Source: an optimization exercise on an open RTL-to-GDS flow (aim: small area, a short achievable clock period and few clock cycles). Production flows keep margins and buffers that such runs may drop.
The RTL was checked by simulation tests, not by an equivalence proof against the original design.

**flow/flow/run.sh**
```bash
#!/bin/bash
# The standard layout (the standard.sh: ORFS synthesis to finish), with
# timing repair asked to leave 7 ns of setup margin at the design's clock
# period, so that the repair sizes and buffers the critical paths further.
# The clock period, constraints and synthesis are unchanged.
export SETUP_SLACK_MARGIN=7
bash standard.sh > standard.log 2>&1
```
**flow/standard.sh**
```bash
#!/bin/bash
# synth_recipe.tcl (not shown) runs the flow's synth.tcl, then flattens the netlist and writes it again
# the make line also repeats each setting of config.mk as NAME=value (left out here)
make -C /OpenROAD-flow-scripts/flow DESIGN_CONFIG=/design/flow/config.mk WORK_HOME=/design/flow/orfs CLKGATE_MAP_FILE= SYNTH_SCRIPT=/design/flow/synth_recipe.tcl "${@:-finish}"
```
**flow/config.mk**
```make
export PLATFORM = sky130hd
export DESIGN_NAME = RV32ICM
export DESIGN_NICKNAME = RV32ICM
export VERILOG_FILES = /design/flow/design.v
export SDC_FILE = /design/flow/constraint.sdc
export NUM_CORES = 4
export LEC_CHECK = 0
export CAP_MARGIN = 20
export CORE_MARGIN = 2
export CORE_UTILIZATION = 55
export CTS_CLUSTER_DIAMETER = 70
export CTS_CLUSTER_SIZE = 30
export PLACE_DENSITY = 0.7
export SLEW_MARGIN = 20
```
**flow/constraint.sdc**
```tcl
create_clock -name core_clock -period 12.0 [get_ports {clk}]
set_input_delay 2.4000 -clock core_clock [delete_from_list [all_inputs] [get_ports {clk}]]
set_output_delay 2.4000 -clock core_clock [all_outputs]
set_load 0.01 [all_outputs]
```
**flow/design.v**
```verilog
module Controller 
(input [6:0] i_Opcode,
 input [2:0] i_Funct3,
 output reg [2:0] o_ctrl_Mem_Mode,
 output reg o_ctrl_MemRead,
 output reg o_ctrl_MemWrite,
 output reg o_ctrl_RegWrite,
 output reg o_ctrl_MemToReg,
 output reg [2:0] o_ctrl_ImmSel,
 output reg [7:0] o_ctrl_Br_Mask,
 output reg [1:0] o_ctrl_ALUop,
 output reg o_ctrl_LUI,
 output reg o_ctrl_AUIPC,
 output reg o_ctrl_Imme
 );
 always@(*) begin
	o_ctrl_Mem_Mode = i_Funct3;
	o_ctrl_MemRead = (i_Opcode == 7'b0000011)?1'b1:1'b0;
	o_ctrl_MemWrite = (i_Opcode == 7'b0100011)?1'b1:1'b0;
	o_ctrl_RegWrite = (i_Opcode == 7'b1100011 || i_Opcode == 7'b0100011)?1'b0:1'b1;
	o_ctrl_MemToReg = (i_Opcode == 7'b0000011)?1'b1:1'b0;
	o_ctrl_ImmSel = (i_Opcode == 7'b0000011 || i_Opcode == 7'b1100111 || i_Opcode == 7'b0010011)?3'b000:(i_Opcode == 7'b0100011)?3'b001:(i_Opcode == 7'b1100011)?3'b010:(i_Opcode == 7'b0010111 || i_Opcode == 7'b0110111)?3'b011:(i_Opcode == 7'b1101111)?3'b100:3'b000;
	o_ctrl_Br_Mask[7] = (i_Opcode == 7'b1101111)?1'b1:1'b0;
	o_ctrl_Br_Mask[6] = (i_Opcode == 7'b1100111)?1'b1:1'b0;
	o_ctrl_Br_Mask[5] = (i_Opcode == 7'b1100011 && i_Funct3 == 3'b111)?1'b1:1'b0;
	o_ctrl_Br_Mask[4] = (i_Opcode == 7'b1100011 && i_Funct3 == 3'b110)?1'b1:1'b0;
	o_ctrl_Br_Mask[3] = (i_Opcode == 7'b1100011 && i_Funct3 == 3'b101)?1'b1:1'b0;
	o_ctrl_Br_Mask[2] = (i_Opcode == 7'b1100011 && i_Funct3 == 3'b001)?1'b1:1'b0;
	o_ctrl_Br_Mask[1] = (i_Opcode == 7'b1100011 && i_Funct3 == 3'b100)?1'b1:1'b0;
	o_ctrl_Br_Mask[0] = (i_Opcode == 7'b1100011 && i_Funct3 == 3'b000)?1'b1:1'b0;
	o_ctrl_ALUop = (i_Opcode == 7'b0000011 || i_Opcode == 7'b0100011 || i_Opcode == 7'b1100011 || i_Opcode == 7'b0010111 || i_Opcode == 7'b1100111)?2'b00:(i_Opcode == 7'b0110011)?2'b01:(i_Opcode == 7'b0010011)?2'b10:2'b00;
	o_ctrl_LUI = (i_Opcode == 7'b0110111)?1'b1:1'b0;
	o_ctrl_AUIPC = (i_Opcode == 7'b0010111)?1'b1:1'b0;
	o_ctrl_Imme = (i_Opcode == 7'b0110011)?1'b0:1'b1;
 end
endmodule 
module ALU_Control
(input [1:0] i_ctrl_ALUop,
 input [2:0] i_Funct3,
 input [6:0] i_Funct7,
 output reg [3:0] o_ctrl_ALU_Sel,
 output reg o_ctrl_Unsigned,
 output reg o_ctrl_HSU,
 output reg o_ctrl_Start_Mul,
 output reg o_ctrl_Start_Div
 );	
 wire w_ADD, w_SUB, w_XOR, w_OR, w_AND, w_SLL, w_SRL, w_SRA, w_SLT, w_SLTU, w_MUL, w_MULH, w_MULHSU, w_MULHU, w_DIV, w_DIVU, w_REM, w_REMU;
 assign w_ADD = ((i_ctrl_ALUop == 2'b01 && i_Funct7 == 7'b0000000 && i_Funct3 == 3'b000) || (i_ctrl_ALUop == 2'b10 && i_Funct3 == 3'b000));
 assign w_SUB = (i_ctrl_ALUop == 2'b01 && i_Funct7 == 7'b0100000 && i_Funct3 == 3'b000);
 assign w_XOR = ((i_ctrl_ALUop == 2'b01 && i_Funct7 == 7'b0000000 && i_Funct3 == 3'b100) || (i_ctrl_ALUop == 2'b10 && i_Funct3 == 3'b100));
 assign w_OR = ((i_ctrl_ALUop == 2'b01 && i_Funct7 == 7'b0000000 && i_Funct3 == 3'b110) || (i_ctrl_ALUop == 2'b10 && i_Funct3 == 3'b110));
 assign w_AND = ((i_ctrl_ALUop == 2'b01 && i_Funct7 == 7'b0000000 && i_Funct3 == 3'b111) || (i_ctrl_ALUop == 2'b10 && i_Funct3 == 3'b111));
 assign w_SLL = ((i_ctrl_ALUop == 2'b01 && i_Funct7 == 7'b0000000 && i_Funct3 == 3'b001) || (i_ctrl_ALUop == 2'b10 && i_Funct7 == 7'b0000000 && i_Funct3 == 3'b001));
 assign w_SRL = ((i_ctrl_ALUop == 2'b01 && i_Funct7 == 7'b0000000 && i_Funct3 == 3'b101) || (i_ctrl_ALUop == 2'b10 && i_Funct7 == 7'b0000000 && i_Funct3 == 3'b101));
 assign w_SRA = ((i_ctrl_ALUop == 2'b01 && i_Funct7 == 7'b0100000 && i_Funct3 == 3'b101) || (i_ctrl_ALUop == 2'b10 && i_Funct7 == 7'b0100000 && i_Funct3 == 3'b101));
 assign w_SLT = ((i_ctrl_ALUop == 2'b01 && i_Funct7 == 7'b0000000 && i_Funct3 == 3'b010) || (i_ctrl_ALUop == 2'b10 && i_Funct3 == 3'b010));
 assign w_SLTU = ((i_ctrl_ALUop == 2'b01 && i_Funct7 == 7'b0000000 && i_Funct3 == 3'b011) || (i_ctrl_ALUop == 2'b10 && i_Funct3 == 3'b011));
 assign w_MUL = (i_ctrl_ALUop == 2'b01 && i_Funct7 == 7'b0000001 && i_Funct3 == 3'b000);
 assign w_MULH = (i_ctrl_ALUop == 2'b01 && i_Funct7 == 7'b0000001 && i_Funct3 == 3'b001);
 assign w_MULHSU = (i_ctrl_ALUop == 2'b01 && i_Funct7 == 7'b0000001 && i_Funct3 == 3'b010);
 assign w_MULHU = (i_ctrl_ALUop == 2'b01 && i_Funct7 == 7'b0000001 && i_Funct3 == 3'b011);
 assign w_DIV = (i_ctrl_ALUop == 2'b01 && i_Funct7 == 7'b0000001 && i_Funct3 == 3'b100);
 assign w_DIVU = (i_ctrl_ALUop == 2'b01 && i_Funct7 == 7'b0000001 && i_Funct3 == 3'b101);
 assign w_REM = (i_ctrl_ALUop == 2'b01 && i_Funct7 == 7'b0000001 && i_Funct3 == 3'b110);
 assign w_REMU = (i_ctrl_ALUop == 2'b01 && i_Funct7 == 7'b0000001 && i_Funct3 == 3'b111);
 always@(*) begin
	if(i_ctrl_ALUop == 2'b00 || w_ADD) begin
		o_ctrl_ALU_Sel = 4'b0000;
	end else if (w_SUB) begin
		o_ctrl_ALU_Sel = 4'b0001;		
	end else if (w_XOR) begin
		o_ctrl_ALU_Sel = 4'b0010;
	end else if (w_OR) begin
		o_ctrl_ALU_Sel = 4'b0011;
	end else if (w_AND) begin 
		o_ctrl_ALU_Sel = 4'b0100;
	end else if (w_SLL) begin
		o_ctrl_ALU_Sel = 4'b0101;
	end else if (w_SRL) begin
		o_ctrl_ALU_Sel = 4'b0110;
	end else if (w_SRA) begin
		o_ctrl_ALU_Sel = 4'b0111;
	end else if (w_SLT) begin
		o_ctrl_ALU_Sel = 4'b1000;
	end else if (w_SLTU) begin
		o_ctrl_ALU_Sel = 4'b1001;
	end else if (w_MUL) begin 
		o_ctrl_ALU_Sel = 4'b1010;
	end else if(w_MULH) begin
		o_ctrl_ALU_Sel = 4'b1011;
	end else if(w_MULHSU) begin
		o_ctrl_ALU_Sel = 4'b1011;
	end else if(w_MULHU) begin
		o_ctrl_ALU_Sel = 4'b1011;
	end else if(w_DIV) begin
		o_ctrl_ALU_Sel = 4'b1100;
	end else if(w_DIVU) begin
		o_ctrl_ALU_Sel = 4'b1100;
	end else if(w_REM) begin
		o_ctrl_ALU_Sel = 4'b1101;
	end else if(w_REMU) begin
		o_ctrl_ALU_Sel = 4'b1101;
	end else begin
		o_ctrl_ALU_Sel = 4'b0000;
	end
	o_ctrl_Unsigned = w_MULHU | w_DIVU | w_REMU;
	o_ctrl_HSU = w_MULHSU | w_MULHU;
	o_ctrl_Start_Mul = w_MUL | w_MULH | w_MULHSU | w_MULHU;
	o_ctrl_Start_Div = w_DIV | w_DIVU | w_REM | w_REMU;
 end
endmodule
module ImmGen 
#(parameter WIDTH = 32)
(input wire [2:0] i_ctrl_ImmSel,
 input wire i_Funct7,
 input wire [31:7] i_Imme,
 output reg [31:0] o_Imme
 );
always @(*) begin
	case(i_ctrl_ImmSel)
	  3'b000: o_Imme = (i_Funct7)?{{22{i_Imme[31]}}, i_Imme[29:20]}:{{21{i_Imme[31]}}, i_Imme[30:20]};
	  3'b001: o_Imme = {{21{i_Imme[31]}}, i_Imme[30:25], i_Imme[11:8], i_Imme[7]};
	  3'b010: o_Imme = {{20{i_Imme[31]}}, i_Imme[7], i_Imme[30:25], i_Imme[11:8], 1'b0};
	  3'b011: o_Imme = {i_Imme[31:12], 12'h0};
	  3'b100: o_Imme = {{12{i_Imme[31]}}, i_Imme[19:12], i_Imme[20], i_Imme[30:21], 1'b0};
	  default: o_Imme = 32'h0;
	 endcase
end
endmodule
module RegisterFile
#(parameter DATA_WIDTH = 32,
  parameter MEMORY_DEPTH = 32)
(input wire clk, n_rst,
 input wire [4:0] i_rs1,
 input wire [4:0] i_rs2,
 input wire [4:0] i_rd,
 input wire [DATA_WIDTH-1:0] i_WriteData,
 input wire i_ctrl_RegWrite,
 output reg [DATA_WIDTH-1:0] o_Read1,
 output reg [DATA_WIDTH-1:0] o_Read2
 );
reg [DATA_WIDTH-1:0] r_x [1:MEMORY_DEPTH-1];
genvar g;
generate
	for (g = 1; g < MEMORY_DEPTH; g = g + 1) begin : regs
		always@(posedge clk) begin
			if (n_rst && i_ctrl_RegWrite && i_rd == g) r_x[g] <= i_WriteData;
		end
	end
endgenerate
integer k;
always@(*) begin
	o_Read1 = {DATA_WIDTH{1'b0}};
	o_Read2 = {DATA_WIDTH{1'b0}};
	for (k = 1; k < MEMORY_DEPTH; k = k + 1) begin
		o_Read1 = o_Read1 | ({DATA_WIDTH{i_rs1 == k}} & r_x[k]);
		o_Read2 = o_Read2 | ({DATA_WIDTH{i_rs2 == k}} & r_x[k]);
	end
end
endmodule
module Decompression_Unit (input [15:0] i_low_inst,
									input [15:0] i_high_inst,
                           output reg [31:0] o_inst,
									output reg        o_ctrl_is_C_inst);
always @(*) begin
	if (i_low_inst[1:0] == 2'b00) begin 
		o_ctrl_is_C_inst = 1'b1;
		case (i_low_inst[15:13]) 
			3'b000: begin 
				if (i_low_inst[12:5] == 0) o_inst = 0;  
				else begin  
					o_inst[6:0] = 7'b0010011;  
					o_inst[11:7] = {2'b01,i_low_inst[4:2]};  
					o_inst[14:12] = 3'b000;  
					o_inst[19:15] = 5'b00010;  
					o_inst[31:20] = {2'b00, i_low_inst[10:7], i_low_inst[12:11], i_low_inst[5], i_low_inst[6], 2'b00};  
				end
			end
			3'b010: begin  
				o_inst[6:0] = 7'b0000011;  
				o_inst[11:7] = {2'b01,i_low_inst[4:2]};  
				o_inst[14:12] = 3'b010;  
				o_inst[19:15] = {2'b01,i_low_inst[9:7]};  
				o_inst[31:20] = {5'h0,i_low_inst[5], i_low_inst[12:10], i_low_inst[6], 2'b00};  
			end
			3'b110: begin  
				o_inst[6:0] = 7'b0100011;  
				o_inst[11:7] = {i_low_inst[11:10], i_low_inst[6], 2'b00};  
				o_inst[14:12] = 3'b010;  
				o_inst[19:15] = {2'b01,i_low_inst[9:7]};  
				o_inst[24:20] = {2'b01,i_low_inst[4:2]};  
				o_inst[31:25] = {5'h0,i_low_inst[5], i_low_inst[12]};  
			end
			default o_inst = 32'h0;
		endcase			
	end 
	else if (i_low_inst[1:0] == 2'b01) begin 
		o_ctrl_is_C_inst = 1'b1;
		case (i_low_inst[15:13]) 
			3'b000: begin  
				o_inst[6:0] = 7'b0010011;  
				o_inst[11:7] = i_low_inst[11:7];  
				o_inst[14:12] = 3'b000;  
				o_inst[19:15] = i_low_inst[11:7];  
				o_inst[31:20] = {{7{i_low_inst[12]}}, i_low_inst[6:2]};  
			end
			3'b001: begin  
				o_inst[6:0] = 7'b1101111;  
				o_inst[11:7] = 5'b00001;  
				o_inst[31:12] = {i_low_inst[12], i_low_inst[8], i_low_inst[10:9], i_low_inst[6], i_low_inst[7], i_low_inst[2], i_low_inst[11], i_low_inst[5:3], {9{i_low_inst[12]}}};
			end
			3'b010: begin  
				o_inst[6:0] = 7'b0010011;  
				o_inst[11:7] = i_low_inst[11:7];  
				o_inst[14:12] = 3'b000;  
				o_inst[19:15] = 5'h0;  
				o_inst[31:20] = {{7{i_low_inst[12]}}, i_low_inst[6:2]};  
			end
			3'b011: begin  
				if (i_low_inst[11:7] == 5'h2) begin  
					o_inst[6:0] = 7'b0010011;  
					o_inst[11:7] = i_low_inst[11:7];  
					o_inst[14:12] = 3'b000;  
					o_inst[19:15] = i_low_inst[11:7];  
					o_inst[31:20] = {{3{i_low_inst[12]}}, i_low_inst[4:3], i_low_inst[5], i_low_inst[2], i_low_inst[6], 4'h0};  
				end else begin  
					o_inst[6:0] = 7'b0110111;  
					o_inst[11:7] = i_low_inst[11:7];  
					o_inst[31:12] = {{15{i_low_inst[12]}}, i_low_inst[6:2]};  
				end
			end
			3'b100: begin  
				if (i_low_inst[11:10] == 2'b00) begin  
					o_inst[6:0] = 7'b0010011;  
					o_inst[11:7] = {2'b01,i_low_inst[9:7]};  
					o_inst[14:12] = 3'b101;  
					o_inst[19:15] = {2'b01,i_low_inst[9:7]};  
					o_inst[24:20] = i_low_inst[6:2];  
					o_inst[31:25] = 7'h0;  
				end else if (i_low_inst[11:10] == 2'b01) begin  
					o_inst[6:0] = 7'b0010011;  
					o_inst[11:7] = {2'b01,i_low_inst[9:7]};  
					o_inst[14:12] = 3'b101;  
					o_inst[19:15] = {2'b01,i_low_inst[9:7]};  
					o_inst[24:20] = {i_low_inst[6:2]};  
					o_inst[31:25] = 7'b0100000;  
				end else if (i_low_inst[11:10] == 2'b10) begin  
					o_inst[6:0] = 7'b0010011;  
					o_inst[11:7] = {2'b01,i_low_inst[9:7]};  
					o_inst[14:12] = 3'b111;  
					o_inst[19:15] = {2'b01,i_low_inst[9:7]};  
					o_inst[31:20] = {{7{i_low_inst[12]}}, i_low_inst[6:2]};  
				end else begin
					if (i_low_inst[12] == 1'b0) begin  
						if (i_low_inst[6:5] == 2'b00) begin  
							o_inst[6:0] = 7'b0110011;  
							o_inst[11:7] = {2'b01,i_low_inst[9:7]};  
							o_inst[14:12] = 3'b000;  
							o_inst[19:15] = {2'b01,i_low_inst[9:7]};  
							o_inst[24:20] = {2'b01,i_low_inst[4:2]};  
							o_inst[31:25] = 7'b0100000;  
						end else if (i_low_inst[6:5] == 2'b01) begin  
							o_inst[6:0] = 7'b0110011;  
							o_inst[11:7] = {2'b01,i_low_inst[9:7]};  
							o_inst[14:12] = 3'b100;  
							o_inst[19:15] = {2'b01,i_low_inst[9:7]};  
							o_inst[24:20] = {2'b01,i_low_inst[4:2]};  
							o_inst[31:25] = 7'b0000000;  
						end else if (i_low_inst[6:5] == 2'b10) begin  
							o_inst[6:0] = 7'b0110011;  
							o_inst[11:7] = {2'b01,i_low_inst[9:7]};  
							o_inst[14:12] = 3'b110;  
							o_inst[19:15] = {2'b01,i_low_inst[9:7]};  
							o_inst[24:20] = {2'b01,i_low_inst[4:2]};  
							o_inst[31:25] = 7'b0000000;  
						end else begin  
							o_inst[6:0] = 7'b0110011;  
							o_inst[11:7] = {2'b01,i_low_inst[9:7]};  
							o_inst[14:12] = 3'b111;  
							o_inst[19:15] = {2'b01,i_low_inst[9:7]};  
							o_inst[24:20] = {2'b01,i_low_inst[4:2]};  
							o_inst[31:25] = 7'b0000000;  
						end
					end else o_inst = 32'h0;
				end	
			end
			3'b101: begin  
				o_inst[6:0] = 7'b1101111;  
				o_inst[11:7] = 5'b00000;  
				o_inst[31:12] = {i_low_inst[12], i_low_inst[8], i_low_inst[10:9], i_low_inst[6], i_low_inst[7], i_low_inst[2], i_low_inst[11], i_low_inst[5:3], {9{i_low_inst[12]}}};
			end
			3'b110: begin  
				o_inst[6:0] = 7'b1100011;  
				o_inst[11:7] = {i_low_inst[11:10], i_low_inst[4:3], i_low_inst[12]};  
				o_inst[14:12] = 3'b000;  
				o_inst[19:15] = {2'b01,i_low_inst[9:7]};  
				o_inst[24:20] = 5'h0;  
				o_inst[31:25] = {{4{i_low_inst[12]}}, i_low_inst[6:5], i_low_inst[2]};  
			end
			3'b111: begin  
				o_inst[6:0] = 7'b1100011;  
				o_inst[11:7] = {i_low_inst[11:10], i_low_inst[4:3], i_low_inst[12]};  
				o_inst[14:12] = 3'b001;  
				o_inst[19:15] = {2'b01,i_low_inst[9:7]};  
				o_inst[24:20] = 5'h0;  
				o_inst[31:25] = {{4{i_low_inst[12]}}, i_low_inst[6:5], i_low_inst[2]};  
			end
			default o_inst = 32'h0;
		endcase
	end
	else if (i_low_inst[1:0] == 2'b10) begin  
		o_ctrl_is_C_inst = 1'b1;
		case (i_low_inst[15:13]) 
			3'b000: begin  
				o_inst[6:0] = 7'b0010011;  
				o_inst[11:7] = i_low_inst[11:7];  
				o_inst[14:12] = 3'b001;  
				o_inst[19:15] = i_low_inst[11:7];  
				o_inst[24:20] = {i_low_inst[6:2]};  
				o_inst[31:25] = 7'b0000000;  
			end
			3'b010: begin  
				o_inst[6:0] = 7'b0000011;  
				o_inst[11:7] = i_low_inst[11:7];  
				o_inst[14:12] = 3'b010;  
				o_inst[19:15] = 5'd2;  
				o_inst[31:20] = {4'b0, i_low_inst[3:2], i_low_inst[12], i_low_inst[6:4], 2'b00};  
			end
			3'b100: begin 
				if (i_low_inst[12] == 1'b0 && i_low_inst[6:2] == 5'd0) begin 
					o_inst[6:0] = 7'b1100111;  
					o_inst[11:7] = 5'd0;  
					o_inst[14:12] = 3'b000;  
					o_inst[19:15] = i_low_inst[11:7];  
					o_inst[31:20] = 12'h0;  
				end
				else if (i_low_inst[12] == 1'b0 && i_low_inst[6:2] != 5'd0) begin 
					o_inst[6:0] = 7'b0110011;  
					o_inst[11:7] = i_low_inst[11:7];  
					o_inst[14:12] = 3'b000;  
					o_inst[19:15] = 5'd0;  
					o_inst[24:20] = i_low_inst[6:2];  
					o_inst[31:25] = 7'b0000000;  
				end
				else if (i_low_inst[12] == 1'b1 && i_low_inst[6:2] == 5'd0) begin 
					o_inst[6:0] = 7'b1100111;  
					o_inst[11:7] = 5'd1;  
					o_inst[14:12] = 3'b000;  
					o_inst[19:15] = i_low_inst[11:7];  
					o_inst[31:20] = 12'h0;  
				end
				else begin  
					o_inst[6:0] = 7'b0110011;  
					o_inst[11:7] = i_low_inst[11:7];  
					o_inst[14:12] = 3'b000;  
					o_inst[19:15] = i_low_inst[11:7];  
					o_inst[24:20] = i_low_inst[6:2];  
					o_inst[31:25] = 7'b0000000;  
				end
			end
			3'b110: begin  
				o_inst[6:0] = 7'b0100011;  
				o_inst[11:7] = {i_low_inst[11:9], 2'b00};  
				o_inst[14:12] = 3'b010;  
				o_inst[19:15] = 5'd2;  
				o_inst[24:20] = i_low_inst[6:2];  
				o_inst[31:25] = {4'h0,i_low_inst[8:7], i_low_inst[12]};  
			end
			default o_inst = 32'h0;
		endcase
	end
	else begin
		o_ctrl_is_C_inst = 1'b0;
		o_inst = {i_high_inst,i_low_inst};
	end
end									
endmodule
module MulDiv
(input clk,
 input n_rst,
 input i_start_mul,
 input i_start_div,
 input [2:0] i_funct3,
 input [31:0] i_A,
 input [31:0] i_B,
 output [31:0] o_result,
 output o_busy
 );
 localparam S_IDLE = 3'd0, S_MUL = 3'd1, S_DCLZ = 3'd2, S_DSHIFT = 3'd3, S_DITER = 3'd4, S_FIN = 3'd5;
 reg [2:0] r_state;
 reg [4:0] r_cnt;
 reg [32:0] r_S;      
 reg [32:0] r_C;      
 reg r_cin;           
 reg [31:0] r_lo;     
 reg [31:0] r_D;      
 reg [31:0] r_X;      
 assign o_busy = (i_start_mul | i_start_div) & (r_state != S_FIN);
 wire [40:0] w_X = {9'd0, r_X};
 wire [40:0] pp0 = r_D[0] ? w_X       : 41'd0;
 wire [40:0] pp1 = r_D[1] ? w_X << 1  : 41'd0;
 wire [40:0] pp2 = r_D[2] ? w_X << 2  : 41'd0;
 wire [40:0] pp3 = r_D[3] ? w_X << 3  : 41'd0;
 wire [40:0] pp4 = r_D[4] ? w_X << 4  : 41'd0;
 wire [40:0] pp5 = r_D[5] ? w_X << 5  : 41'd0;
 wire [40:0] pp6 = r_D[6] ? w_X << 6  : 41'd0;
 wire [40:0] pp7 = r_D[7] ? w_X << 7  : 41'd0;
 wire [40:0] a0 = {8'd0, r_S};
 wire [40:0] a1 = {8'd0, r_C};
 wire [40:0] s1 = pp0 ^ pp1 ^ pp2;
 wire [40:0] c1 = ((pp0 & pp1) | (pp0 & pp2) | (pp1 & pp2)) << 1;
 wire [40:0] s2 = pp3 ^ pp4 ^ pp5;
 wire [40:0] c2 = ((pp3 & pp4) | (pp3 & pp5) | (pp4 & pp5)) << 1;
 wire [40:0] s3 = pp6 ^ pp7 ^ a0;
 wire [40:0] c3 = ((pp6 & pp7) | (pp6 & a0) | (pp7 & a0)) << 1;
 wire [40:0] s4 = s1 ^ c1 ^ s2;
 wire [40:0] c4 = ((s1 & c1) | (s1 & s2) | (c1 & s2)) << 1;
 wire [40:0] s5 = c2 ^ s3 ^ c3;
 wire [40:0] c5 = ((c2 & s3) | (c2 & c3) | (s3 & c3)) << 1;
 wire [40:0] s6 = s4 ^ c4 ^ s5;
 wire [40:0] c6 = ((s4 & c4) | (s4 & s5) | (c4 & s5)) << 1;
 wire [40:0] s7 = c5 ^ a1 ^ s6;
 wire [40:0] c7 = ((c5 & a1) | (c5 & s6) | (a1 & s6)) << 1;
 wire [40:0] s8 = s7 ^ c7 ^ c6;
 wire [40:0] c8 = ((s7 & c7) | (s7 & c6) | (c7 & c6)) << 1;
 wire [8:0] w_lowsum = {1'b0, s8[7:0]} + {1'b0, c8[7:0]} + {8'd0, r_cin};
 wire w_mul_neg = (i_funct3[1:0] != 2'b11) & r_X[31];
 wire [31:0] w_nb = w_mul_neg ? ~i_B : 32'd0;
 wire [31:0] w_ht = r_S[31:0] ^ r_C[31:0] ^ w_nb;
 wire [31:0] w_hc = {((r_S[30:0] & r_C[30:0]) | (r_S[30:0] & w_nb[30:0]) | (r_C[30:0] & w_nb[30:0])), r_cin};
 wire w_div_signed = ~i_funct3[0];
 wire [31:0] w_absA = (w_div_signed & i_A[31]) ? -i_A : i_A;
 wire [31:0] w_absB = (w_div_signed & i_B[31]) ? -i_B : i_B;
 wire [5:0] w_zr, w_zd;
 LZC32 lzr (.i_x(r_S[31:0]), .o_z(w_zr));
 LZC32 lzd (.i_x(r_D), .o_z(w_zd));
 wire [5:0] w_shift = w_zd - w_zr;
 wire [32:0] w_diff = {1'b0, r_S[31:0]} - {1'b0, r_D};
 always @(posedge clk or negedge n_rst) begin
	if (!n_rst) begin
		r_state <= S_IDLE;
		r_cnt <= 5'd0;
	end else begin
		case (r_state)
			S_IDLE: begin
				r_cnt <= 5'd0;
				if (i_start_mul) r_state <= S_MUL;
				else if (i_start_div) r_state <= S_DCLZ;
			end
			S_MUL: begin
				r_cnt <= r_cnt + 5'd1;
				if (r_cnt[1:0] == 2'd3) r_state <= S_FIN;
			end
			S_DCLZ: begin
				r_cnt <= w_shift[4:0];
				if (w_zd[5] || w_zd < w_zr) r_state <= S_FIN;
				else r_state <= S_DSHIFT;
			end
			S_DSHIFT: r_state <= S_DITER;
			S_DITER: begin
				r_cnt <= r_cnt - 5'd1;
				if (r_cnt == 5'd0) r_state <= S_FIN;
			end
			default: r_state <= S_IDLE;
		endcase
	end
 end
 always @(posedge clk) begin
	case (r_state)
		S_IDLE: begin
			r_C <= 33'd0;
			r_cin <= 1'b0;
			if (i_start_mul) begin
				r_X <= i_A;
				r_D <= i_B;
				r_S <= 33'd0;
			end else begin
				r_S <= {1'b0, w_absA};
				r_D <= w_absB;
			end
		end
		S_MUL: begin
			r_S <= s8[40:8];
			r_C <= c8[40:8];
			r_cin <= w_lowsum[8];
			r_lo <= {w_lowsum[7:0], r_lo[31:8]};
			r_D <= r_D >> 8;
		end
		S_DCLZ: begin
			r_lo <= w_zd[5] ? 32'hFFFFFFFF : 32'd0;
		end
		S_DSHIFT: begin
			r_D <= r_D << r_cnt;
		end
		S_DITER: begin
			if (!w_diff[32]) r_S[31:0] <= w_diff[31:0];
			r_lo <= {r_lo[30:0], ~w_diff[32]};
			r_D <= r_D >> 1;
		end
		default: ;
	endcase
 end
 wire [31:0] w_dval = i_funct3[1] ? r_S[31:0] : r_lo;
 wire w_dneg = w_div_signed & (i_funct3[1] ? i_A[31] : (i_A[31] ^ i_B[31]));
 wire [31:0] w_fa = i_funct3[2] ? (w_dval ^ {32{w_dneg}}) : w_ht;
 wire [31:0] w_fb = i_funct3[2] ? 32'd0 : w_hc;
 wire [32:0] w_fsum1 = {w_fa, 1'b1} + {w_fb, i_funct3[2] ? w_dneg : w_mul_neg};
 wire [31:0] w_fsum = w_fsum1[32:1];
 assign o_result = (i_funct3 == 3'b000) ? r_lo : w_fsum;
endmodule
module LZC32
(input [31:0] i_x,
 output [5:0] o_z
 );
 wire [15:0] v1;
 wire [15:0] z1;
 genvar g;
 generate
	for (g = 0; g < 16; g = g + 1) begin : l1
		assign v1[g] = i_x[2*g+1] | i_x[2*g];
		assign z1[g] = ~i_x[2*g+1];
	end
 endgenerate
 wire [7:0] v2;
 wire [15:0] z2;
 generate
	for (g = 0; g < 8; g = g + 1) begin : l2
		assign v2[g] = v1[2*g+1] | v1[2*g];
		assign z2[2*g+1:2*g] = v1[2*g+1] ? {1'b0, z1[2*g+1]} : {1'b1, z1[2*g]};
	end
 endgenerate
 wire [3:0] v3;
 wire [11:0] z3;
 generate
	for (g = 0; g < 4; g = g + 1) begin : l3
		assign v3[g] = v2[2*g+1] | v2[2*g];
		assign z3[3*g+2:3*g] = v2[2*g+1] ? {1'b0, z2[4*g+3:4*g+2]} : {1'b1, z2[4*g+1:4*g]};
	end
 endgenerate
 wire [1:0] v4;
 wire [7:0] z4;
 generate
	for (g = 0; g < 2; g = g + 1) begin : l4
		assign v4[g] = v3[2*g+1] | v3[2*g];
		assign z4[4*g+3:4*g] = v3[2*g+1] ? {1'b0, z3[6*g+5:6*g+3]} : {1'b1, z3[6*g+2:6*g]};
	end
 endgenerate
 wire [4:0] z5 = v4[1] ? {1'b0, z4[7:4]} : {1'b1, z4[3:0]};
 assign o_z = (v4[1] | v4[0]) ? {1'b0, z5} : 6'd32;
endmodule
module ALU
#(parameter DATA_WIDTH = 32)
(input [3:0] i_ctrl_ALU_Sel,
 input i_ctrl_Sub,
 input [DATA_WIDTH-1:0] i_A,
 input [DATA_WIDTH-1:0] i_B,
 input [DATA_WIDTH-1:0] i_MD_Result,
 output reg [DATA_WIDTH-1:0] o_ALU_Result,
 output [DATA_WIDTH-1:0] o_Sum,
 output o_EQ,
 output o_LT,
 output o_LTU
 );
 wire [DATA_WIDTH+1:0] w_sum = {1'b0, i_A, 1'b1} + {1'b0, i_B ^ {DATA_WIDTH{i_ctrl_Sub}}, i_ctrl_Sub};
 assign o_Sum = w_sum[DATA_WIDTH:1];
 assign o_LTU = ~w_sum[DATA_WIDTH+1];
 assign o_LT = (i_A[DATA_WIDTH-1] ^ i_B[DATA_WIDTH-1]) ? i_A[DATA_WIDTH-1] : w_sum[DATA_WIDTH];
 assign o_EQ = (i_A == i_B);
 wire w_left = (i_ctrl_ALU_Sel == 4'b0101);
 wire w_fill = (i_ctrl_ALU_Sel == 4'b0111) & i_A[DATA_WIDTH-1];
 reg [DATA_WIDTH-1:0] w_shin, w_shres;
 wire [DATA_WIDTH-1:0] w_shout;
 integer k;
 always @(*) begin
	for (k = 0; k < DATA_WIDTH; k = k + 1) w_shin[k] = w_left ? i_A[DATA_WIDTH-1-k] : i_A[k];
 end
 wire [2*DATA_WIDTH-1:0] w_shext = {{DATA_WIDTH{w_fill}}, w_shin} >> i_B[4:0];
 assign w_shout = (|i_B[DATA_WIDTH-1:5]) ? {DATA_WIDTH{w_fill}} : w_shext[DATA_WIDTH-1:0];
 always @(*) begin
	for (k = 0; k < DATA_WIDTH; k = k + 1) w_shres[k] = w_left ? w_shout[DATA_WIDTH-1-k] : w_shout[k];
 end
 always @(*) begin
	case (i_ctrl_ALU_Sel)
		4'b0000, 4'b0001: o_ALU_Result = o_Sum;
		4'b0010: o_ALU_Result = i_A ^ i_B;
		4'b0011: o_ALU_Result = i_A | i_B;
		4'b0100: o_ALU_Result = i_A & i_B;
		4'b0101, 4'b0110, 4'b0111: o_ALU_Result = w_shres;
		4'b1000: o_ALU_Result = {{(DATA_WIDTH-1){1'b0}}, o_LT};
		4'b1001: o_ALU_Result = {{(DATA_WIDTH-1){1'b0}}, o_LTU};
		4'b1010, 4'b1011, 4'b1100, 4'b1101: o_ALU_Result = i_MD_Result;
		default: o_ALU_Result = {DATA_WIDTH{1'b0}};
	endcase
 end
endmodule
module DataMem
#(parameter DATA_WIDTH = 32)
(input i_ctrl_MemRead,
 input [2:0] i_ctrl_Mem_Mode,
 input [1:0] i_Offset,
 input [DATA_WIDTH-1:0] i_dmem_rdata,
 output reg [DATA_WIDTH-1:0] o_MemOut
 );
wire [1:0] offset = i_Offset;
wire [1:0] w_ctrl_Mode = i_ctrl_Mem_Mode[1:0];
wire w_ctrl_UnsignLoad = i_ctrl_Mem_Mode[2];
wire [DATA_WIDTH-1:0] word = i_dmem_rdata;
always@(*) begin
	if(i_ctrl_MemRead) begin
		case(w_ctrl_Mode)
			2'b00:
				begin
					case(offset)
						2'b00: o_MemOut = (w_ctrl_UnsignLoad)?{24'b0, word[7:0]}:{{24{word[7]}}, word[7:0]};
						2'b01: o_MemOut = (w_ctrl_UnsignLoad)?{24'b0, word[15:8]}:{{24{word[15]}}, word[15:8]};
						2'b10: o_MemOut = (w_ctrl_UnsignLoad)?{24'b0, word[23:16]}:{{24{word[23]}}, word[23:16]};
						2'b11: o_MemOut = (w_ctrl_UnsignLoad)?{24'b0, word[31:24]}:{{24{word[31]}}, word[31:24]};
					endcase
				end
			2'b01:
				begin
					case(offset[1])
						1'b0: o_MemOut = (w_ctrl_UnsignLoad)?{16'b0, word[15:0]}:{{16{word[15]}}, word[15:0]};
						1'b1: o_MemOut = (w_ctrl_UnsignLoad)?{16'b0, word[31:16]}:{{16{word[31]}}, word[31:16]};
					endcase
				end
			2'b10: o_MemOut = word;
			default: o_MemOut = 32'b0;
		endcase
	end else begin
		o_MemOut = 32'b0;
	end
end
endmodule
module StoreFormat
#(parameter DATA_WIDTH = 32)
(input i_ctrl_MemWrite,
 input [2:0] i_ctrl_Mem_Mode,
 input [1:0] i_Offset,
 input [DATA_WIDTH-1:0] i_WriteData,
 output reg [DATA_WIDTH-1:0] o_wdata,
 output reg [3:0] o_wstrb
 );
always@(*) begin
	case(i_ctrl_Mem_Mode[1:0])
		2'b00: o_wdata = {4{i_WriteData[7:0]}};
		2'b01: o_wdata = {2{i_WriteData[15:0]}};
		default: o_wdata = i_WriteData;
	endcase
	o_wstrb = 4'b0000;
	if(i_ctrl_MemWrite) begin
		case(i_ctrl_Mem_Mode[1:0])
			2'b00:
				case(i_Offset)
					2'b00: o_wstrb = 4'b0001;
					2'b01: o_wstrb = 4'b0010;
					2'b10: o_wstrb = 4'b0100;
					2'b11: o_wstrb = 4'b1000;
				endcase
			2'b01: o_wstrb = i_Offset[1] ? 4'b1100 : 4'b0011;
			2'b10: o_wstrb = 4'b1111;
			default: o_wstrb = 4'b0000;
		endcase
	end
end
endmodule
module RV32ICM
#(parameter DATA_WIDTH = 32)
(input clk,
 input n_rst,
 output [DATA_WIDTH-1:0] o_imem_addr,
 input  [DATA_WIDTH-1:0] i_imem_rdata,
 output [DATA_WIDTH-1:0] o_dmem_addr,
 output [DATA_WIDTH-1:0] o_dmem_wdata,
 output [3:0] o_dmem_wstrb,
 input  [DATA_WIDTH-1:0] i_dmem_rdata
 );
 wire w_busy;
 wire w_ex_redirect;
 wire [31:0] w_ex_target;
 wire w_id_stall;
 wire [31:0] w_id_pcimm, w_id_pcnext;
 reg [31:0] r_PC;
 wire [31:0] w_IF_inst;
 wire w_IF_isC;
 Decompression_Unit Decomp (.i_low_inst(i_imem_rdata[15:0]),
                            .i_high_inst(i_imem_rdata[31:16]),
                            .o_inst(w_IF_inst),
                            .o_ctrl_is_C_inst(w_IF_isC));
 assign o_imem_addr = r_PC;
 wire [29:0] w_PC_inc = r_PC[31:2] + 30'd1;
 wire w_PC_carry = w_IF_isC ? r_PC[1] : 1'b1;
 wire [31:0] w_PC_seq = {w_PC_carry ? w_PC_inc : r_PC[31:2], r_PC[1] ^ w_IF_isC, r_PC[0]};
 wire [31:0] w_raw = i_imem_rdata;
 wire w_q1 = (w_raw[1:0] == 2'b01);
 wire w_jal32 = (w_raw[6:0] == 7'b1101111);
 wire w_br32 = (w_raw[6:0] == 7'b1100011) & (w_raw[14:13] != 2'b01) & w_raw[31];
 wire w_cj = w_q1 & (w_raw[14:13] == 2'b01);
 wire w_cbr = w_q1 & (w_raw[15:14] == 2'b11) & w_raw[12];
 wire w_IF_pred = w_jal32 | w_br32 | w_cj | w_cbr;
 reg [31:0] w_pimm;
 always @(*) begin
	case ({w_q1, w_raw[2]})
		2'b00, 2'b01: w_pimm = w_raw[2] ? {{12{w_raw[31]}}, w_raw[19:12], w_raw[20], w_raw[30:21], 1'b0}
		                                : {{20{w_raw[31]}}, w_raw[7], w_raw[30:25], w_raw[11:8], 1'b0};
		default: w_pimm = w_raw[14] ? {{24{w_raw[12]}}, w_raw[6:5], w_raw[2], w_raw[11:10], w_raw[4:3], 1'b0}
		                            : {{21{w_raw[12]}}, w_raw[8], w_raw[10:9], w_raw[6], w_raw[7], w_raw[2], w_raw[11], w_raw[5:3], 1'b0};
	endcase
 end
 wire [31:0] w_PC_pred = r_PC + w_pimm;
 always @(posedge clk or negedge n_rst) begin
	if (!n_rst) r_PC <= 32'd0;
	else if (!w_busy) begin
		if (w_ex_redirect) r_PC <= w_ex_target;
		else if (w_id_stall) r_PC <= r_PC;
		else if (w_IF_pred) r_PC <= w_PC_pred;
		else r_PC <= w_PC_seq;
	end
 end
 reg r_IFID_valid;
 reg [31:0] r_IFID_inst, r_IFID_PC;
 reg r_IFID_isC, r_IFID_pred;
 always @(posedge clk or negedge n_rst) begin
	if (!n_rst) r_IFID_valid <= 1'b0;
	else if (!w_busy) begin
		if (w_ex_redirect) r_IFID_valid <= 1'b0;
		else if (!w_id_stall) r_IFID_valid <= 1'b1;
	end
 end
 always @(posedge clk) begin
	if (!w_busy && !w_id_stall) begin
		r_IFID_inst <= w_IF_inst;
		r_IFID_PC <= r_PC;
		r_IFID_isC <= w_IF_isC;
		r_IFID_pred <= w_IF_pred;
	end
 end
 wire [31:0] I = r_IFID_inst;
 wire [6:0] w_op = I[6:0];
 wire [2:0] w_f3 = I[14:12];
 wire [6:0] w_f7 = I[31:25];
 wire [4:0] w_rs1 = I[19:15];
 wire [4:0] w_rs2 = I[24:20];
 wire [4:0] w_rd = I[11:7];
 wire [2:0] w_Mem_Mode, w_ImmSel;
 wire w_MemRead, w_MemWrite, w_RegWrite, w_MemToReg, w_LUI, w_AUIPC, w_Imme;
 wire [7:0] w_Br_Mask;
 wire [1:0] w_ALUop;
 Controller Ctrler (.i_Opcode(w_op), .i_Funct3(w_f3),
                    .o_ctrl_Mem_Mode(w_Mem_Mode), .o_ctrl_MemRead(w_MemRead),
                    .o_ctrl_MemWrite(w_MemWrite), .o_ctrl_RegWrite(w_RegWrite),
                    .o_ctrl_MemToReg(w_MemToReg), .o_ctrl_ImmSel(w_ImmSel),
                    .o_ctrl_Br_Mask(w_Br_Mask), .o_ctrl_ALUop(w_ALUop),
                    .o_ctrl_LUI(w_LUI), .o_ctrl_AUIPC(w_AUIPC), .o_ctrl_Imme(w_Imme));
 wire [31:0] w_imm;
 ImmGen immgen1 (.i_Imme(I[31:7]), .i_ctrl_ImmSel(w_ImmSel), .i_Funct7(I[30]), .o_Imme(w_imm));
 wire [3:0] w_ALU_Sel;
 wire w_Unsigned, w_HSU, w_Start_Mul, w_Start_Div;
 ALU_Control ALUctrl1 (.i_ctrl_ALUop(w_ALUop), .i_Funct3(w_f3), .i_Funct7(w_f7),
                       .o_ctrl_ALU_Sel(w_ALU_Sel), .o_ctrl_Unsigned(w_Unsigned), .o_ctrl_HSU(w_HSU),
                       .o_ctrl_Start_Mul(w_Start_Mul), .o_ctrl_Start_Div(w_Start_Div));
 wire w_is_branch = |w_Br_Mask[5:0];
 wire w_is_jal = w_Br_Mask[7];
 wire w_is_jalr = w_Br_Mask[6];
 wire w_is_op = (w_op == 7'b0110011);
 wire w_use_rs1 = ~(w_LUI | w_AUIPC | w_is_jal);
 wire w_use_rs2 = w_is_op | w_MemWrite | (w_op == 7'b1100011);
 wire w_we = w_RegWrite & (w_rd != 5'd0);
 wire w_sub = (w_ALU_Sel == 4'b0001) | (w_ALU_Sel == 4'b1000) | (w_ALU_Sel == 4'b1001) | w_is_branch;
 wire w_use_alt = w_LUI | w_AUIPC | w_is_jal | w_is_jalr;
 assign w_id_pcimm = r_IFID_PC + w_imm;
 assign w_id_pcnext = r_IFID_PC + (r_IFID_isC ? 32'd2 : 32'd4);
 wire [31:0] w_alt = (w_LUI | w_MemWrite) ? w_imm : ((w_AUIPC | (w_is_branch & ~r_IFID_pred)) ? w_id_pcimm : w_id_pcnext);
 wire w_MEM_we;
 wire [4:0] w_MEM_rd;
 wire [31:0] w_MEM_data;
 wire [31:0] w_rf1, w_rf2;
 RegisterFile RegFile1 (.clk(clk), .n_rst(n_rst), .i_rs1(w_rs1), .i_rs2(w_rs2),
                        .i_rd(w_MEM_rd), .i_WriteData(w_MEM_data), .i_ctrl_RegWrite(w_MEM_we),
                        .o_Read1(w_rf1), .o_Read2(w_rf2));
 wire [31:0] w_r1 = (w_MEM_we && w_MEM_rd == w_rs1) ? w_MEM_data : w_rf1;
 wire [31:0] w_r2 = (w_MEM_we && w_MEM_rd == w_rs2) ? w_MEM_data : w_rf2;
 wire w_use_imm = ~(w_is_op | (w_op == 7'b1100011) | w_MemWrite);
 reg r_IDEX_valid;
 reg r_IDEX_we, r_IDEX_MemRead, r_IDEX_MemWrite, r_IDEX_Start_Mul, r_IDEX_Start_Div;
 reg r_IDEX_is_branch, r_IDEX_is_jalr, r_IDEX_pred, r_IDEX_use_alt, r_IDEX_sub;
 reg [2:0] r_IDEX_f3;
 reg [3:0] r_IDEX_ALU_Sel;
 reg [4:0] r_IDEX_rd;
 reg r_IDEX_fa_mem, r_IDEX_fb_mem;
 reg [31:0] r_IDEX_r1, r_IDEX_r2, r_IDEX_alt;   
 reg r_EXMEM_we, r_EXMEM_MemRead;
 reg [3:0] r_EXMEM_wstrb;
 reg [2:0] r_EXMEM_f3;
 reg [4:0] r_EXMEM_rd;
 reg [31:0] r_EXMEM_result, r_EXMEM_sdata;
 wire w_IDEX_we_v = r_IDEX_valid & r_IDEX_we;
 assign w_id_stall = r_IFID_valid & r_IDEX_valid & r_IDEX_MemRead & r_IDEX_we &
                     ((w_use_rs1 & (r_IDEX_rd == w_rs1)) | (w_use_rs2 & (r_IDEX_rd == w_rs2)));
 always @(posedge clk or negedge n_rst) begin
	if (!n_rst) r_IDEX_valid <= 1'b0;
	else if (!w_busy) r_IDEX_valid <= r_IFID_valid & ~w_ex_redirect & ~w_id_stall;
 end
 always @(posedge clk) begin
	if (!w_busy) begin
		r_IDEX_we <= w_we;
		r_IDEX_MemRead <= w_MemRead;
		r_IDEX_MemWrite <= w_MemWrite;
		r_IDEX_Start_Mul <= w_Start_Mul;
		r_IDEX_Start_Div <= w_Start_Div;
		r_IDEX_is_branch <= w_is_branch;
		r_IDEX_is_jalr <= w_is_jalr;
		r_IDEX_pred <= r_IFID_pred;
		r_IDEX_use_alt <= w_use_alt;
		r_IDEX_sub <= w_sub;
		r_IDEX_f3 <= w_f3;
		r_IDEX_ALU_Sel <= w_ALU_Sel;
		r_IDEX_rd <= w_rd;
		r_IDEX_fa_mem <= w_IDEX_we_v & (r_IDEX_rd == w_rs1);
		r_IDEX_fb_mem <= w_IDEX_we_v & (r_IDEX_rd == w_rs2) & ~w_use_imm;
		r_IDEX_r1 <= w_r1;
		r_IDEX_r2 <= w_use_imm ? w_imm : w_r2;
		r_IDEX_alt <= w_alt;
	end
 end
 wire [31:0] w_A = r_IDEX_fa_mem ? r_EXMEM_result : r_IDEX_r1;
 wire [31:0] w_B = r_IDEX_fb_mem ? r_EXMEM_result : r_IDEX_r2;
 wire [31:0] w_opB = r_IDEX_MemWrite ? r_IDEX_alt : w_B;
 wire [31:0] w_MD_Result;
 wire w_MD_Busy;
 MulDiv md1 (.clk(clk), .n_rst(n_rst),
             .i_start_mul(r_IDEX_valid & r_IDEX_Start_Mul),
             .i_start_div(r_IDEX_valid & r_IDEX_Start_Div),
             .i_funct3(r_IDEX_f3), .i_A(w_A), .i_B(w_B),
             .o_result(w_MD_Result), .o_busy(w_MD_Busy));
 assign w_busy = w_MD_Busy;
 wire [31:0] w_ALU_Result, w_Sum;
 wire w_EQ, w_LT, w_LTU;
 ALU alu1 (.i_ctrl_ALU_Sel(r_IDEX_ALU_Sel), .i_ctrl_Sub(r_IDEX_sub), .i_A(w_A), .i_B(w_opB),
           .i_MD_Result(w_MD_Result), .o_ALU_Result(w_ALU_Result), .o_Sum(w_Sum),
           .o_EQ(w_EQ), .o_LT(w_LT), .o_LTU(w_LTU));
 reg w_cond;
 always @(*) begin
	case (r_IDEX_f3)
		3'b000: w_cond = w_EQ;
		3'b001: w_cond = ~w_EQ;
		3'b100: w_cond = w_LT;
		3'b101: w_cond = ~w_LT;
		3'b110: w_cond = w_LTU;
		default: w_cond = ~w_LTU;
	endcase
 end
 assign w_ex_redirect = r_IDEX_valid & (r_IDEX_is_jalr | (r_IDEX_is_branch & (w_cond ^ r_IDEX_pred)));
 assign w_ex_target = r_IDEX_is_jalr ? w_Sum : r_IDEX_alt;
 wire [31:0] w_EX_result = r_IDEX_use_alt ? r_IDEX_alt : w_ALU_Result;
 wire [31:0] w_EX_wdata;
 wire [3:0] w_EX_wstrb;
 StoreFormat SF (.i_ctrl_MemWrite(r_IDEX_valid & r_IDEX_MemWrite), .i_ctrl_Mem_Mode(r_IDEX_f3),
                 .i_Offset(w_Sum[1:0]), .i_WriteData(w_B), .o_wdata(w_EX_wdata), .o_wstrb(w_EX_wstrb));
 always @(posedge clk or negedge n_rst) begin
	if (!n_rst) begin
		r_EXMEM_we <= 1'b0;
		r_EXMEM_MemRead <= 1'b0;
		r_EXMEM_wstrb <= 4'b0000;
	end else if (!w_busy) begin
		r_EXMEM_we <= w_IDEX_we_v;
		r_EXMEM_MemRead <= r_IDEX_valid & r_IDEX_MemRead;
		r_EXMEM_wstrb <= w_EX_wstrb;
	end
 end
 always @(posedge clk) begin
	if (!w_busy) begin
		r_EXMEM_f3 <= r_IDEX_f3;
		r_EXMEM_rd <= r_IDEX_rd;
		r_EXMEM_result <= w_EX_result;
		r_EXMEM_sdata <= w_EX_wdata;
	end
 end
 wire [31:0] w_MemOut;
 DataMem DMEM (.i_ctrl_MemRead(r_EXMEM_MemRead), .i_ctrl_Mem_Mode(r_EXMEM_f3),
               .i_Offset(r_EXMEM_result[1:0]), .i_dmem_rdata(i_dmem_rdata), .o_MemOut(w_MemOut));
 assign o_dmem_addr = r_EXMEM_result;
 assign o_dmem_wdata = r_EXMEM_sdata;
 assign o_dmem_wstrb = r_EXMEM_wstrb;
 assign w_MEM_we = r_EXMEM_we;
 assign w_MEM_rd = r_EXMEM_rd;
 assign w_MEM_data = r_EXMEM_MemRead ? w_MemOut : r_EXMEM_result;
endmodule
```
==> results of run 1 <==
## synth_stat cells (all sizes together), types with 265 or more instances
master / count
inv: 454
nor2: 604
clkbuf: 465
a21oi: 454
edfxtp: 1412
o21ai: 384
nand2: 522
ha: 276
a221oi: 292
fa: 280
a22oi: 477
mux2i: 265
## how the worst min path moves through the flow
| stage | start | endpoint | slack [ns] | cells after the start |
|---|---|---|---|---|
| after global placement | r_EXMEM_wstrb[1] | r_EXMEM_wstrb[1] | 0.47 | 2 |
| after CTS | r_EXMEM_wstrb[2] | r_EXMEM_wstrb[2] | 0.49 | 2 |
| after global routing | r_EXMEM_wstrb[2] | r_EXMEM_wstrb[2] | 0.52 | 2 |
| final | r_EXMEM_wstrb[2] | r_EXMEM_wstrb[2] | 0.48 | 2 |
| after floorplan | r_IFID_inst[12] | r_IDEX_f3[0] | 0.42 | 0 |
| after detailed placement | r_EXMEM_wstrb[2] | r_EXMEM_wstrb[2] | 0.47 | 2 |
## registers in the layout, summed over array words and instances, names as in the netlist, 3 cells and up
name            flops
r_IDEX_r1          32
r_IDEX_f3           3
r_IDEX_r2          32
md1.r_C            33
md1.r_X            32
md1.r_cnt           5
RegFile1.r_x      992
r_IDEX_ALU_Sel      4
md1.r_state         3
md1.r_S            32
r_IFID_inst        32
r_EXMEM_sdata      32
r_IDEX_alt         32
r_EXMEM_wstrb       4
r_PC               32
r_IDEX_rd           5
r_EXMEM_result     32
r_EXMEM_f3          3
md1.r_lo           32
md1.r_D            32
r_EXMEM_rd          5
r_IFID_PC          32
## repair_timing
item | in CTS | in global routing
buffers inserted | 51 | 125
pin swaps | 40 | 77
endpoints found under the hold margin | 0 | 0
setup endpoints to repair | 160 | 101
resized for setup | 260 | 221
cloned | 16 | 17
## cells by family (layout without fill, tap and decap cells)
family                   Yosys count  count (layout)  synth area share, %
AO/OA/AOI/OAI                   2571            2575                 20.1
AND/OR/NAND/NOR                 2109            2114                 11.1
adder cells (fa/ha/maj)          556             556                 9.88
XOR/XNOR                         290             290                 2.77
buffers and inverters           1003            1295                 4.17
flip-flops                      1460            1460                 47.6
multiplexers                     368             368                 4.48
other                              1              32              0.00409
## cell type report
| cell class | count | area [um^2] |
|---|---|---|
| sequential | 1460 | 43600 |
| tap | 2189 | 2740 |
| inverter | 456 | 1750 |
| multi-input combinational | 5904 | 47400 |
| clock buffer | 107 | 2640 |
| antenna | 31 | 77.6 |
| clock inverter | 87 | 1190 |
| fill | 12900 | 59700 |
| timing repair buffer | 644 | 6040 |
| timing repair inverter | 1 | 5.00 |
## through the flow
stage / cell area (um^2) / setup WS, ns
2_1_floorplan: 92300 / 6.32
3_3_place_gp: 97400 / 4.91
3_5_place_dp: 97400 / 4.99
4_1_cts: 103000 / 6.85
5_1_grt: 105000 / 6.82
6_report: 105000 / 6.78
## layer usage
| layer | GRT usage (%) | vias up | wire length [um] |
|---|---|---|---|
| li1 | - | 32700 | - |
| met5 | 1.41 | - | 589 |
| met2 | 68.2 | 9406 | 172000 |
| met3 | 25.5 | 2590 | 85400 |
| met4 | 32.7 | 31 | 42900 |
| met1 | 65.6 | 41100 | 151000 |
## tightest hold or removal path, stage by stage, from the launching register on
cell,delay (ns)
dfrtp_1,0.34
nand2_1,0.04
o21ai_0,0.06
==> results.txt, run 1 <==
* Status: no timing/DRC/antenna violations
* CP max stage cell: a21oi_1
* Cells after Synth at 8358
* Hold Path Class: reg2reg
* WP data required at around 13 ns
* Die Area at roughly 0.17 mm^2
* Most frequent cells in the layout: edfxtp_1 (1412), nand2_1 (513), nor2_1 (490), a22oi_1 (476), inv_1 (437)
* Starting Density at 55.5%
* Worst path cell trace: clkdlybuf4s50_1 -> mux2_2 -> nor2_1 -> or3_1 -> a211oi_2 -> buf_4 -> a21oi_1 -> o22ai_2 -> buf_4 -> o22ai_2 -> o21ai_0
* Hpwl dp at about 290000 um
* I/O pin count at about 170
* R2r worst-path depth at 13
* Crit path depth at 11
* Final core occ at 63.8%
* Mapped Nets at approximately 9.0k
* Worst Setup Start Kind: input pin
* Distinct cells, synth at 96
* Worst-path clk slew at about 0.090 ns
* Width of the die at 412 um
* GRT Total Usage at about half
* Core area at ~0.17 mm^2
* Top_reg_cell synth: edfxtp_1
* Seq/Total Area, Yosys at 47.6%
* Critical path arrival at slightly below 6 ns
* CP Capture Type: register
* Largest net degree at the start of global routing at 80
* Clk sinks at roughly 1.5k
* Max Root-Sink Buffers at 3
* Drt drc at 0
* Area grow syn2layout at 15.0%
* Period utilisation layout at a little over two fifths
* Worst flop-to-flop path endpoint: r_EXMEM_result[19]
* Vias in the first global route at roughly 78k
* Worst slew margin at between 10% and 20%
* Post-synth EDFFs at ~1.4k
* Share of layout cells above drive strength 1 at around 15%
* Class of the most critical setup path: in2reg
* Most common library cell in the layout ignoring fill and taps: edfxtp_1
* Mapped Avg Cell Area at around 11 um^2
* Ys Warns at 11
* #FFs+latches synth at roughly 1.5k
* Peak fanout along the critical path at 33
* H-tree depth at 3
* Last element of the critical path: r_IDEX_r2[31]
* CTS root buf: clkbuf_16
* Non-filler cells, final at around 11k
* # setup viols final at 0
* Final Hold Fails at 0
* Total congestion overflow at 0
* Via count at about 86k
* Mapped cell area at 0.0917 mm^2
* Port Buffer Count at ~170
* Pre-antenna DRT Iters at 14
* RSZ-0062 raised after global routing: true
* CP top delay family: compound AO/OA/AOI/OAI gates
* Post-synthesis async set-or-reset flop share at approximately 3.3%
* DR WL/cell at ~42 um
* CTS tree: yes
* CTS Buf Count at ~100
* 1st-iter DRT viols at 19.2k
* Flop-to-flop setup slack at 6.79 ns
* DRT antenna net count at 0
* Area share of the leading cell type in the synthesized netlist at 46.3%
* F_max at 0.192 GHz
* Drt via density at 7.89
* Min Hold Slack at 0.484 ns
* Max cap viols at 0
* Crit path largest cell delay at between 0.6 and 0.7 ns
* Worst path buffer plus inverter count at 3
* RD Place Congestion at about 1.1
* Reg2reg start: r_IDEX_fb_mem
* Hold_buf cts at 0
* Num rows at between 100 and 150
* Initial antenna violation count at 24
* Setup TNS at 0 ns
* Top cells by area, synth: edfxtp_1 (46%), fa_1 (6.1%), a22oi_1 (3.9%)
* Worst-Skew Late Latency at between 0.8 and 0.9 ns
* First-pass GRT wire length at ~610000 um
* Crit path launch: i_dmem_rdata[31]
* Nets@finish at approximately 9.2k
* Slew @ Worst Pin at approximately 1.2 ns
* Yosys top cell by area: edfxtp_1
* Max Slew Vio Count at 0
* Worst Clk Skew at slightly below 0.09 ns
* DP Cell Count at between 10k and 15k
* Tmin final at 5.22 ns
* Total Wirelength at 453000 um
* Die Ht at ~400 um
Testbench counts, summed over its fixed seeds: cycles 34,891.
==> run 2, diff against run 1 <==
--- a/flow/design.v
+++ b/flow/design.v
@@ -383,6 +383,9 @@
  input [2:0] i_funct3,
  input [31:0] i_A,
  input [31:0] i_B,
+ input i_pre_load,         
+ input [31:0] i_pre_A,
+ input [31:0] i_pre_B,
  output [31:0] o_result,
  output o_busy
  );
@@ -395,6 +398,7 @@
  reg [31:0] r_lo;     
  reg [31:0] r_D;      
  reg [31:0] r_X;      
+ reg r_pre;           
  assign o_busy = (i_start_mul | i_start_div) & (r_state != S_FIN);
  wire [40:0] w_X = {9'd0, r_X};
  wire [40:0] pp0 = r_D[0] ? w_X       : 41'd0;
@@ -423,6 +427,7 @@
  wire [40:0] c7 = ((c5 & a1) | (c5 & s6) | (a1 & s6)) << 1;
  wire [40:0] s8 = s7 ^ c7 ^ c6;
  wire [40:0] c8 = ((s7 & c7) | (s7 & c6) | (c7 & c6)) << 1;
+ wire w_step = (r_state == S_MUL) | ((r_state == S_IDLE) & i_start_mul & r_pre);
  wire [8:0] w_lowsum = {1'b0, s8[7:0]} + {1'b0, c8[7:0]} + {8'd0, r_cin};
  wire w_mul_neg = (i_funct3[1:0] != 2'b11) & r_X[31];
  wire [31:0] w_nb = w_mul_neg ? ~i_B : 32'd0;
@@ -440,10 +445,12 @@
 	if (!n_rst) begin
 		r_state <= S_IDLE;
 		r_cnt <= 5'd0;
+		r_pre <= 1'b0;
 	end else begin
+		if (!o_busy) r_pre <= i_pre_load;
 		case (r_state)
 			S_IDLE: begin
-				r_cnt <= 5'd0;
+				r_cnt <= {4'd0, r_pre};
 				if (i_start_mul) r_state <= S_MUL;
 				else if (i_start_div) r_state <= S_DCLZ;
 			end
@@ -466,7 +473,19 @@
 	end
  end
  always @(posedge clk) begin
-	case (r_state)
+	if (!o_busy && i_pre_load) begin
+		r_X <= i_pre_A;
+		r_D <= i_pre_B;
+		r_S <= 33'd0;
+		r_C <= 33'd0;
+		r_cin <= 1'b0;
+	end else if (w_step) begin
+		r_S <= s8[40:8];
+		r_C <= c8[40:8];
+		r_cin <= w_lowsum[8];
+		r_lo <= {w_lowsum[7:0], r_lo[31:8]};
+		r_D <= r_D >> 8;
+	end else case (r_state)
 		S_IDLE: begin
 			r_C <= 33'd0;
 			r_cin <= 1'b0;
@@ -479,13 +498,6 @@
 				r_D <= w_absB;
 			end
 		end
-		S_MUL: begin
-			r_S <= s8[40:8];
-			r_C <= c8[40:8];
-			r_cin <= w_lowsum[8];
-			r_lo <= {w_lowsum[7:0], r_lo[31:8]};
-			r_D <= r_D >> 8;
-		end
 		S_DCLZ: begin
 			r_lo <= w_zd[5] ? 32'hFFFFFFFF : 32'd0;
 		end
@@ -795,6 +807,7 @@
  reg [4:0] r_EXMEM_rd;
  reg [31:0] r_EXMEM_result, r_EXMEM_sdata;
  wire w_IDEX_we_v = r_IDEX_valid & r_IDEX_we;
+ wire w_pre_load = w_Start_Mul & ~(w_IDEX_we_v & ((r_IDEX_rd == w_rs1) | (r_IDEX_rd == w_rs2)));
  assign w_id_stall = r_IFID_valid & r_IDEX_valid & r_IDEX_MemRead & r_IDEX_we &
                      ((w_use_rs1 & (r_IDEX_rd == w_rs1)) | (w_use_rs2 & (r_IDEX_rd == w_rs2)));
  always @(posedge clk or negedge n_rst) begin
@@ -832,6 +845,7 @@
              .i_start_mul(r_IDEX_valid & r_IDEX_Start_Mul),
              .i_start_div(r_IDEX_valid & r_IDEX_Start_Div),
              .i_funct3(r_IDEX_f3), .i_A(w_A), .i_B(w_B),
+             .i_pre_load(w_pre_load), .i_pre_A(w_r1), .i_pre_B(w_r2),
              .o_result(w_MD_Result), .o_busy(w_MD_Busy));
  assign w_busy = w_MD_Busy;
  wire [31:0] w_ALU_Result, w_Sum;
--- a/flow/config.mk
+++ b/flow/config.mk
@@ -7,8 +7,8 @@
 export LEC_CHECK = 0
 export CAP_MARGIN = 20
 export CORE_MARGIN = 2
-export CORE_UTILIZATION = 55
+export CORE_UTILIZATION = 45
 export CTS_CLUSTER_DIAMETER = 70
 export CTS_CLUSTER_SIZE = 30
-export PLACE_DENSITY = 0.7
+export PLACE_DENSITY = 0.6
 export SLEW_MARGIN = 20
==> run 2 against run 1 <==
- hold slack better by 0.034 ns
- setup slack worse by 0.14 ns
- die area is 24% higher
- highest routed layer unchanged
- global-route usage down 5.2 points
- final cell count up 8.0%
- register-to-register slack got worse by 0.09 ns
- clock-buffer cell count is 1 lower
- first-iteration DRC count down 19%
- flip-flop and latch count grew 1
==> results.txt, run 2 <==
* Num rows at 166 (+11%)
* WHS Path Cells at 2 (unchanged)
* Die Area at 0.210 mm^2 (+24%)
* H-tree depth at 3 (unchanged)
* Total Wirelength at 501000 um (+11%)
* Area after DPL at 0.0992 mm^2 (+1.8%)
* Max Slew Vio Count at 0 (unchanged)
* DRT antenna net count at 0 (unchanged)
* Max Root-Sink Buffers at 3 (unchanged)
* Share of layout cells above drive strength 1 at 16.1% (+1.4 points)
* R2r worst-path depth at 21 (+8)
* Period utilisation layout at 44.6% (+1.2 points)
* Most instantiated cells after synthesis: edfxtp_1 (1346), nor2_1 (638), nand2_1 (586)
* Top cells by area, synth: edfxtp_1 (43%), fa_1 (6.0%), a22oi_1 (4.0%)
* Drt drc at 0 (unchanged)
* CTS Buf Count at 99 (-3.9%)
* Slew @ Worst Pin at 1.35 ns (+0.115 ns)
* Seq/Total Area, Yosys at 46.2% (-1.4 points)
* 1st-iter DRT viols at 15.6k (-19%)
* Biggest regs: RegFile1.r_x (992), md1.r_C (33)
* CTS tree: yes
* CTS root buf: clkbuf_16
* Drt via density at 7.37 (-6.6%)
* Largest register FFs at 992 (unchanged)
* Peak fanout along the critical path at 10 (-70%)
* Setup TNS at 0 ns (unchanged)
* Die Ht at 459 um (+11%)
* I/O pin count at 166 (unchanged)
* Worst slew margin at 9.12% (-7.5 points)
* Worst Setup Start Kind: input pin
* Largest Register: RegFile1.r_x
* Area share of the leading cell type in the synthesized netlist at 43.4% (-2.8 points)
* Vias in the first global route at 81.1k (+3.5%)
* Top_reg_cell synth: edfxtp_1
* Starting Density at 45.4% (-10 points)
* Class of the most critical setup path: in2reg
* # setup viols final at 0 (unchanged)
* Critical path arrival at 6.07 ns (+0.29 ns)
* Yosys top cell by area: edfxtp_1
* Largest net degree at the start of global routing at 157 (+96%)
* Mapped Nets at 9297 (+3.5%)
* RD Place Congestion at 1.06 (-3.8%)
* Ys Warns at 11 (unchanged)
* GRT Total Usage at 46.1% (-5.2 points)
* Hold Path Class: reg2reg
* Worst-Skew Late Latency at 0.87 ns (+0.03 ns)
* Distinct cells, synth at 106 (+10%)
* Port Buffer Count at 165 (unchanged)
* Nets@finish at 9571 (+4.1%)
* Hpwl dp at 319000 um (+9.6%)
* Final Hold Fails at 0 (unchanged)
* Max cap viols at 0 (unchanged)
* WP data required at 12.71 ns (+0.15 ns)
* Count leader, synth: edfxtp_1
* Post-synth EDFFs at 1346 (-4.7%)
* Total congestion overflow at 0 (unchanged)
* CP Capture Type: register
* #FFs+latches synth at 1461 (+0.068%)
* Cells after Synth at 8675 (+3.8%)
* Most common library cell in the layout ignoring fill and taps: edfxtp_1
* RSZ-0062 raised after global routing: true
* Clk sinks at 1461 (+0.068%)
* Mapped cell area at 0.0930 mm^2 (+1.5%)
* Worst-path clk slew at 0.07 ns (-0.02 ns)
* Status: no timing/DRC/antenna violations
* Area grow syn2layout at 16.7%
* Flop-to-flop setup slack at 6.70 ns (-0.09 ns)
* Design Area, Final at 0.109 mm^2 (+3.0%)
-- run 2: cell types whose count changed in the layout (fill, tap and decap cells not counted), sizes merged, moves of 30 or more --
cell    previous run  this run
buf              463       545
a21oi            454       546
mux2              79       133
dfxtp              0        66
a21o             108        78
nor2             604       640
edfxtp          1412      1346
nand2            522       593
a221o             57        18
-- run 2: timing repair --
action | CTS | global route
setup endpoints to repair | 254 | 126
pin swaps | 67 | 119
buffers inserted | 120 | 126
resized for setup | 352 | 270
cloned | 26 | 10
hold endpoints to repair | 0 | 0
hold buffers | 0 | 0
-- run 2: worst paths after layout --
path / start / to
max: i_imem_rdata[7] / r_PC[31]
min: r_EXMEM_wstrb[2] / r_EXMEM_wstrb[2]
max reg2reg: r_IDEX_fb_mem / r_PC[29]
min reg2reg: r_EXMEM_wstrb[2] / r_EXMEM_wstrb[2]
max in group asynchronous: n_rst / md1.r_cnt[1]
min in group asynchronous: n_rst / r_PC[22]
-- run 2: metal layers --
layer  GRT usage (%)  share of wire, %  up-vias
met4            37.6                11       26
met3            15.8                14     2445
li1                -                 -    33800
met5           0.138             0.041        -
met1            56.0                34    42300
met2            66.2                41     7957
-- run 2: worst max-delay path: stages --
cell and delay, ns:
dlygate4sd2_1 0.55, mux2i_1 0.14, a21oi_1 0.26, ha_1 0.31, o21ai_0 0.17, nand2b_1 0.16, a311oi_2 0.29, nor3_2 0.07
buf_4 0.16, a2111oi_4 0.40, buf_4 0.19, o31ai_4 0.07, a31oi_4 0.22, o211ai_1 0.15, nand3_1 0.15, o22ai_1 0.10
a221oi_2 0.27
-- run 2: cell type report --
class,instances,area [um^2],area share [%]
Timing Repair inverter,2,12.5,0.0115
Clock buffer,106,2530,2.33
Inverter,469,1850,1.70
Sequential cell,1461,43000,39.6
Antenna cell,27,67.6,0.0622
Multi-Input combinational cell,6193,49800,45.8
Tap cell,2688,3360,3.10
Clock inverter,81,1160,1.07
Timing Repair Buffer,723,6880,6.33
-- run 2: per-stage QoR --
stage	worst slack (ns)	std cells	hold WS, ns	utilization, %
CTS	6.66	11600	0.534	51.7
floorplan	6.15	8675	0.424	-
global route	6.52	11700	0.563	52.9
global placement	4.18	11300	0.493	48.4
detailed placement	4.21	11300	0.509	48.4
finish	6.64	11800	0.518	53.0
-- run 2: cells by family after synthesis --
kind of cell	synth area share, %
other	0.00403
AO/OA/AOI/OAI	20.2
buffers and inverters	4.32
flip-flops	46.2
AND/OR/NAND/NOR	11.3
adder cells (fa/ha/maj)	9.74
multiplexers	5.34
XOR/XNOR	2.92
Testbench counts of run 2, summed over its fixed seeds: cycles 34,269.

## port drivers added, routing unchanged
The results above use ideal ports. As a check the final layouts listed here were re-extracted and re-timed, cells and wires unchanged. Step 1, drivers: a clkbuf_16 drives clk and a buf_2 each remaining input, both assumed. Step 2 also shifts input and output timing later by t, the mid clock arrival at the registers, as if the neighbouring blocks saw the same clock. Three values: ideal, step 1, step 2; two values: the first two.
run	t (ns)	setup slack, ns	worst setup path after step 2
run 1	0.893	6.783 / 6.787 / 5.913	input to register
run 2	0.911	6.643 / 6.702 / 5.809	input to register
After both steps setup and hold are still met in every run listed. For run 1, which loses most, drivers alone change the setup slack by +0.004 ns; drivers and shift together by -0.870 ns.
